What follows belongs to an exercise in optimizing a design on an open flow for a short achievable clock period and few clock cycles; a production flow would make more cautious choices. At most, simulation tests tie the RTL to the original design; equivalence was not proved. Power is estimated from default activity; no workload was simulated.

== the baseline ==
// catv_riscv
module catv_riscv #(
  parameter logic [31:0] BOOT_ADDR = 32'h0000_2000
) (
  input logic         clk_i,
  input logic         rst_ni,
  output logic [31:0] insn_addr_o,
  output logic        insn_valid_o,
  input logic         insn_ready_i,
  input logic [31:0]  insn_data_i,
  input logic         insn_rvalid_i,
  output logic [31:0] data_addr_o,
  output logic        data_wen_o,
  output logic [31:0] data_wdata_o,
  input logic         data_rvalid_i,
  input logic [31:0]  data_rdata_i,
  output logic [3:0]  data_strb_o,
  output logic        data_valid_o,
  input logic         data_ready_i,
  input logic [19:0]  hartid_i
);
  localparam int CAP = 4;  
  localparam int NBTB = 8;  
  logic [31:0] fpcx_q;        
  logic [31:0] fpc;
  logic        fvalid_q;
  logic        kill_pend_q;    
  logic [31:0] pend_tgt_q;
  logic [2:0]  oq_cnt_q;
  logic [3:0]  oq_iq_cnt_q;  
  logic [31:0] oq_pc_q   [0:CAP-1];
  logic [CAP-1:0] oq_kill_q;
  logic [CAP-1:0] oq_pred_q;  
  logic [2:0]  oq_bidx_q [0:CAP-1];
  logic [NBTB-1:0] btb_v_q;
  logic [29:0] btb_tag_q [0:NBTB-1];
  logic [29:0] btb_tgt_q [0:NBTB-1];
  logic [2:0]  btb_ptr_q;
  logic [2:0]  iq_cnt_q;
  logic [31:0] iq_insn_q [0:CAP-1];
  logic [31:0] iq_pc_q   [0:CAP-1];
  logic [CAP-1:0] iq_pred_q;
  logic [2:0]  iq_bidx_q [0:CAP-1];
  logic        e_valid_q;
  logic        e_redir_done_q;
  logic [31:0] e_a_q, e_b_q, e_sdata_q, e_link_q, e_btgt_q;
  logic [4:0]  e_rd_q;
  ...
For scale: roughly 2,400 flip-flops, roughly 190 I/O pins, about 120,000 um2 of cells after synthesis.
==> flow/config.mk <==
export PLATFORM = sky130hd
export DESIGN_NAME = catv_riscv
export DESIGN_NICKNAME = catv_riscv
export VERILOG_FILES = /design/flow/design.v
export SDC_FILE = /design/flow/constraint.sdc
export NUM_CORES = 4
export LEC_CHECK = 0
export ABC_CLOCK_PERIOD_IN_PS = 2500
export CAP_MARGIN = 20
export CORE_MARGIN = 2
export CORE_UTILIZATION = 35
export SETUP_SLACK_MARGIN = 5
export SLEW_MARGIN = 20
==> flow/constraint.sdc <==
create_clock -name core_clock -period 12.5 [get_ports {clk_i}]
set_input_delay 2.5000 -clock core_clock [delete_from_list [all_inputs] [get_ports {clk_i}]]
set_output_delay 2.5000 -clock core_clock [all_outputs]
set_load 0.01 [all_outputs]
standard.sh (not shown) runs the stock make flow with config.mk's settings and CLKGATE_MAP_FILE= SYNTH_SCRIPT=/design/flow/synth_recipe.tcl, a recipe that flattens the netlist after the stock synthesis.
==> flow/flow/run.sh <==
#!/bin/bash
set -euo pipefail
MARGIN=${MARGIN:-8.5}
sed -e "s/SETUP_SLACK_MARGIN=[0-9.]*/SETUP_SLACK_MARGIN=${MARGIN}/" standard.sh > standard_margin.sh
grep -q "SETUP_SLACK_MARGIN=${MARGIN}" standard_margin.sh
bash standard_margin.sh > make.log 2>&1
Testbench counts of the baseline, summed over its fixed seeds: cycles 116,906.
Modified inputs, the candidate compared to the baseline
--- a/flow/design.v
+++ b/flow/design.v
@@ -112,20 +112,18 @@
   logic d_pred_static, d_pred;
   assign d_pred_static = is_jal | (is_br & ir[31]);
   assign d_pred        = iq_pred_q[0] | d_pred_static;
   logic [31:0] d_tgt, d_link;
   assign d_tgt  = dpc + (is_jal ? j_imm : b_imm);
   assign d_link = dpc + 32'd4;
   logic [31:0] sum, sll_r, srl_r, alu_res, e_res;
-  logic [32:0] srl_x;
   logic        eq, lt, ltu, taken;
   assign sum   = e_a_q + (e_b_q ^ {32{e_sub_q}}) + {31'b0, e_sub_q};
   assign sll_r = e_a_q << e_b_q[4:0];
-  assign srl_x = $signed({e_sra_q & e_a_q[31], e_a_q}) >>> e_b_q[4:0];
-  assign srl_r = srl_x[31:0];
+  assign srl_r = $unsigned($signed({e_sra_q & e_a_q[31], e_a_q}) >>> e_b_q[4:0]);
   assign eq    = e_a_q == e_b_q;
   assign lt    = $signed(e_a_q) < $signed(e_b_q);
   assign ltu   = e_a_q < e_b_q;
   assign alu_res = ({32{e_fn_add_q}}  & sum)
                  | ({32{e_fn_sll_q}}  & sll_r)
                  | ({32{e_fn_slt_q}}  & {31'b0, lt})
                  | ({32{e_fn_sltu_q}} & {31'b0, ltu})
Est. power | the candidate vs the baseline | the candidate lower. Against the baseline, the candidate reports a transition time at the pin with the least slew margin that is higher. [compare] base=the baseline new=the candidate: number of standard cells in the final layout excluding fillers shrank by 204; cell depth of the worst hold path held steady; area of the core region held steady; leakage power summed over all cells shrank by about 2%. The candidate ended with more share of cell area taken by flip-flops and latches than the baseline. For cell area after synthesis, the candidate and the baseline come out practically identical. The placed standard-cell area in the candidate sits 890 um2 below the value recorded for the baseline. The higher non-clock buffer count in the final layout came out of the baseline. The candidate ends up with lower relative max-transition margin than the baseline does.
The RTL of the candidate was laid out without a check of its function.

==> what the ideal ports hide <==
No port has a modelled driver above. Below, the same layouts with a new extraction and two added sets of constraints. Step 1: set_driving_cell puts a clkbuf_16 on clk_i and a buf_2 on each other input, an assumption about the parent block. Step 2 also shifts input and output timing later by t, the mid clock arrival at the registers, as if the neighbouring blocks saw the same clock. Slacks: ideal ports / drivers / drivers and shift; pairs: ideal ports / drivers.
run	shift t [ns]	setup WS [ns]	cell pins on the clock port's net
the baseline	1.028	7.657 / 7.657 / 6.667	1
the candidate	1.018	7.666 / 7.655 / 6.637	1
After both steps setup and hold are still met in every run listed. The setup slack of the candidate, which loses most, moves by -0.011 ns with the drivers and by -1.029 ns with both steps.
